This design comes from an exercise in tuning for small area and a short achievable clock period on the open sky130 flow, not from production work. Where RTL was checked, it was by simulation tests only, not by an equivalence proof against the original. No activity file was given, so power comes from the tool's default toggle rates.

==> inputs of trial 94 <==
## posit8_mul
module posit8_mul (
  input        clock,
  input  [7:0] io_a_bits,
  input  [7:0] io_b_bits,
  output [7:0] io_out_bits
);
  wire [5:0] ssum;
  wire [3:0] fa, fb;
  wire       special, sign;
  reg  [5:0] ssum_q;
  reg  [3:0] fa_q, fb_q;
  reg        special_q, sign_q;
  reg  [7:0] out_q;
  wire [7:0] prod;
  posit8_mul_operands ops (
    .a(io_a_bits), .b(io_b_bits),
    .ssum(ssum), .fa(fa), .fb(fb), .special(special), .sign(sign)
  );
  posit8_mul_product mul (
    .ssum(ssum_q), .fa(fa_q), .fb(fb_q), .special(special_q), .sign(sign_q),
    .out(prod)
  );
  always @(posedge clock) begin
    ssum_q    <= ssum;
    fa_q      <= fa;
    fb_q      <= fb;
    special_q <= special;
    sign_q    <= sign;
    out_q     <= prod;
  end
  assign io_out_bits = out_q;
endmodule
==> module posit8_decode, before the edit <==
module posit8_decode (
  input  [6:0] m,
  output [4:0] scale,
  output [3:0] frac
);
  wire       s = m[6];
  wire [5:0] x = m[5:0] ^ {6{s}};    
  reg  [2:0] lz;
  always @* begin
    casez (x)
      6'b1?????: lz = 3'd0;
      6'b01????: lz = 3'd1;
      6'b001???: lz = 3'd2;
      6'b0001??: lz = 3'd3;
      6'b00001?: lz = 3'd4;
      6'b000001: lz = 3'd5;
      default:   lz = 3'd6;
    endcase
  end
  wire [4:0] rest = m[4:0] << lz;
  wire [3:0] regime = s ? {1'b0, lz} : ~{1'b0, lz};
  assign scale = {regime, rest[4]};
  assign frac  = rest[3:0];
endmodule
==> module posit8_mul_operands, before the edit <==
module posit8_mul_operands (
  input  [7:0] a,
  input  [7:0] b,
  output [5:0] ssum,      
  output [3:0] fa,
  output [3:0] fb,
  output       special,   
  output       sign       
);
  wire za = a[6:0] == 7'd0;
  wire zb = b[6:0] == 7'd0;
  wire nar = (za & a[7]) | (zb & b[7]);
  wire [4:0] sa, sb;
  posit8_decode da (.m(a[6:0]), .scale(sa), .frac(fa));
  posit8_decode db (.m(b[6:0]), .scale(sb), .frac(fb));
  assign ssum    = {sa[4], sa} + {sb[4], sb};
  assign special = za | zb;
  assign sign    = nar | (~special & (a[7] ^ b[7]));
endmodule
==> module posit8_mul_product, before the edit <==
module posit8_mul_product (
  input  [5:0] ssum,
  input  [3:0] fa,
  input  [3:0] fb,
  input        special,
  input        sign,
  output [7:0] out
);
  wire [9:0] p = {1'b1, fa} * {1'b1, fb};
  wire       c = p[9];
  wire [3:0] f = c ? p[8:5] : p[7:4];
  wire signed [6:0] s = $signed({ssum[5], ssum}) + $signed({1'b0, c});
  reg [6:0] mag;
  always @* begin
    if (s >= 7'sd12)       mag = 7'h7f;
    else if (s <= -7'sd12) mag = 7'h01;
    else begin : enc
      reg signed [3:0] r;
      reg [2:0] sh;
      reg signed [7:0] w;
      r = s[4:1];
      if (!r[3]) begin sh = r[2:0];  w = {2'b10, s[0], f, 1'b0}; end
      else       begin sh = ~r[2:0]; w = {2'b01, s[0], f, 1'b0}; end
      w = w >>> sh;
      mag = w[7:1];
    end
  end
  assign out = {sign, special ? 7'd0 : mag};
endmodule
==> module posit8_mul, before the edit <==
module posit8_mul (
  input        clock,
  input  [7:0] io_a_bits,
  input  [7:0] io_b_bits,
  output [7:0] io_out_bits
);
  wire [5:0] ssum;
  wire [3:0] fa, fb;
  wire       special, sign;
  reg  [5:0] ssum_q;
  reg  [3:0] fa_q, fb_q;
  reg        special_q, sign_q;
  reg  [7:0] out_q;
  wire [7:0] prod;
  posit8_mul_operands ops (
    .a(io_a_bits), .b(io_b_bits),
    .ssum(ssum), .fa(fa), .fb(fb), .special(special), .sign(sign)
  );
  posit8_mul_product mul (
    .ssum(ssum_q), .fa(fa_q), .fb(fb_q), .special(special_q), .sign(sign_q),
    .out(prod)
  );
  always @(posedge clock) begin
    ssum_q    <= ssum;
    fa_q      <= fa;
    fb_q      <= fb;
    special_q <= special;
    sign_q    <= sign;
    out_q     <= prod;
  end
  assign io_out_bits = out_q;
endmodule
clock: 9.0 ns
lec_check: 0
abc_area: 1
cap_margin: 20
core_margin: 2
core_utilization: 40
setup_slack_margin: 5
slew_margin: 20
run.sh (not shown) runs the stock make flow with config.mk's settings and CLKGATE_MAP_FILE= SYNTH_SCRIPT=/design/flow/synth_recipe.tcl, a recipe that flattens the netlist after the stock synthesis.
==> inputs of trial 73, as changes to trial 94 <==
==> flow/design.v (replaced) <==
module posit8_decode (
  input  [6:0] m,
  output signed [4:0] scale,
  output [3:0] frac
);
  wire       s = m[6];
  wire [5:0] x = m[5:0] ^ {6{s}};    
  reg  [2:0] lz;
  always @* begin
    casez (x)
      6'b1?????: lz = 3'd0;
      6'b01????: lz = 3'd1;
      6'b001???: lz = 3'd2;
      6'b0001??: lz = 3'd3;
      6'b00001?: lz = 3'd4;
      6'b000001: lz = 3'd5;
      default:   lz = 3'd6;
    endcase
  end
  wire [4:0] rest = m[4:0] << lz;
  wire signed [4:0] regime = s ? {2'b00, lz} : ~{2'b00, lz};
  assign scale = {regime[3:0], rest[4]};
  assign frac  = rest[3:0];
endmodule
module PositMultiplyPackedToPacked (
  input  [7:0] io_a_bits,
  input  [7:0] io_b_bits,
  output [7:0] io_out_bits
);
  wire za = io_a_bits[6:0] == 7'd0;
  wire zb = io_b_bits[6:0] == 7'd0;
  wire nar = (za & io_a_bits[7]) | (zb & io_b_bits[7]);
  wire zero = za | zb;
  wire signed [4:0] sa, sb;
  wire [3:0] fa, fb;
  posit8_decode da (.m(io_a_bits[6:0]), .scale(sa), .frac(fa));
  posit8_decode db (.m(io_b_bits[6:0]), .scale(sb), .frac(fb));
  wire [9:0] p = {1'b1, fa} * {1'b1, fb};
  wire       c = p[9];
  wire [3:0] f = c ? p[8:5] : p[7:4];
  wire signed [6:0] s = sa + sb + $signed({1'b0, c});
  reg [6:0] mag;
  always @* begin
    if (s >= 7'sd12)       mag = 7'h7f;
    else if (s <= -7'sd12) mag = 7'h01;
    else begin : enc
      reg signed [3:0] r;
      reg [2:0] sh;
      reg signed [7:0] w;
      r = s[4:1];
      if (!r[3]) begin sh = r[2:0];  w = {2'b10, s[0], f, 1'b0}; end
      else       begin sh = ~r[2:0]; w = {2'b01, s[0], f, 1'b0}; end
      w = w >>> sh;
      mag = w[7:1];
    end
  end
  assign io_out_bits = nar ? 8'h80 : zero ? 8'h00 : {io_a_bits[7] ^ io_b_bits[7], mag};
endmodule
module posit8_mul (
  input        clock,
  input  [7:0] io_a_bits,
  input  [7:0] io_b_bits,
  output [7:0] io_out_bits
);
  reg  [7:0] a_q;
  reg  [7:0] b_q;
  reg  [7:0] out_q;
  wire [7:0] prod;
  PositMultiplyPackedToPacked mul (
    .io_a_bits(a_q),
    .io_b_bits(b_q),
    .io_out_bits(prod)
  );
  always @(posedge clock) begin
    a_q   <= io_a_bits;
    b_q   <= io_b_bits;
    out_q <= prod;
  end
  assign io_out_bits = out_q;
endmodule
- SETUP_SLACK_MARGIN: 5 -> unset
==> run summary <==
- In trial 73 the worst hold slack is better than in trial 94, by 0.19 ns.
- Of trial 94 and trial 73, trial 94 has the higher total power (gap about 36%, measured against trial 73).
- Of trial 73 and trial 94, trial 94 has the higher combinational power (gap 33%, measured against trial 94).
- Of trial 94 and trial 73, trial 73 has the higher sequential share of layout area (gap 1.8 points).
- Between trial 73 and trial 94, the lower routed wire length is in trial 73 (gap 6.1%, measured against trial 94).
Only the layout flow was run in trial 94; the RTL was not checked for function there.

## port drivers added, routing unchanged
The results above use ideal ports. As a check the final layouts listed here were re-extracted and re-timed, cells and wires unchanged. Step 1, drivers: a clkbuf_16 drives clock and a buf_2 each remaining input, both assumed. Step 2 adds t to the input delays and takes it off the output delays; t is the mean of the earliest and latest rising clock arrival at the registers after step 1. Input paths then give back, and output paths get back, about the clock's delay inside the block. a / b / c = ideal ports / drivers / drivers and shift; a / b = the first two.
run	shift t [ns]	setup WS [ns]	worst data-port slew with drivers (ns)
trial 94	0.291	4.653 / 4.653 / 4.653	0.03
trial 73	0.294	1.847 / 1.847 / 1.847	0.04
After both steps every run listed still meets setup and hold.
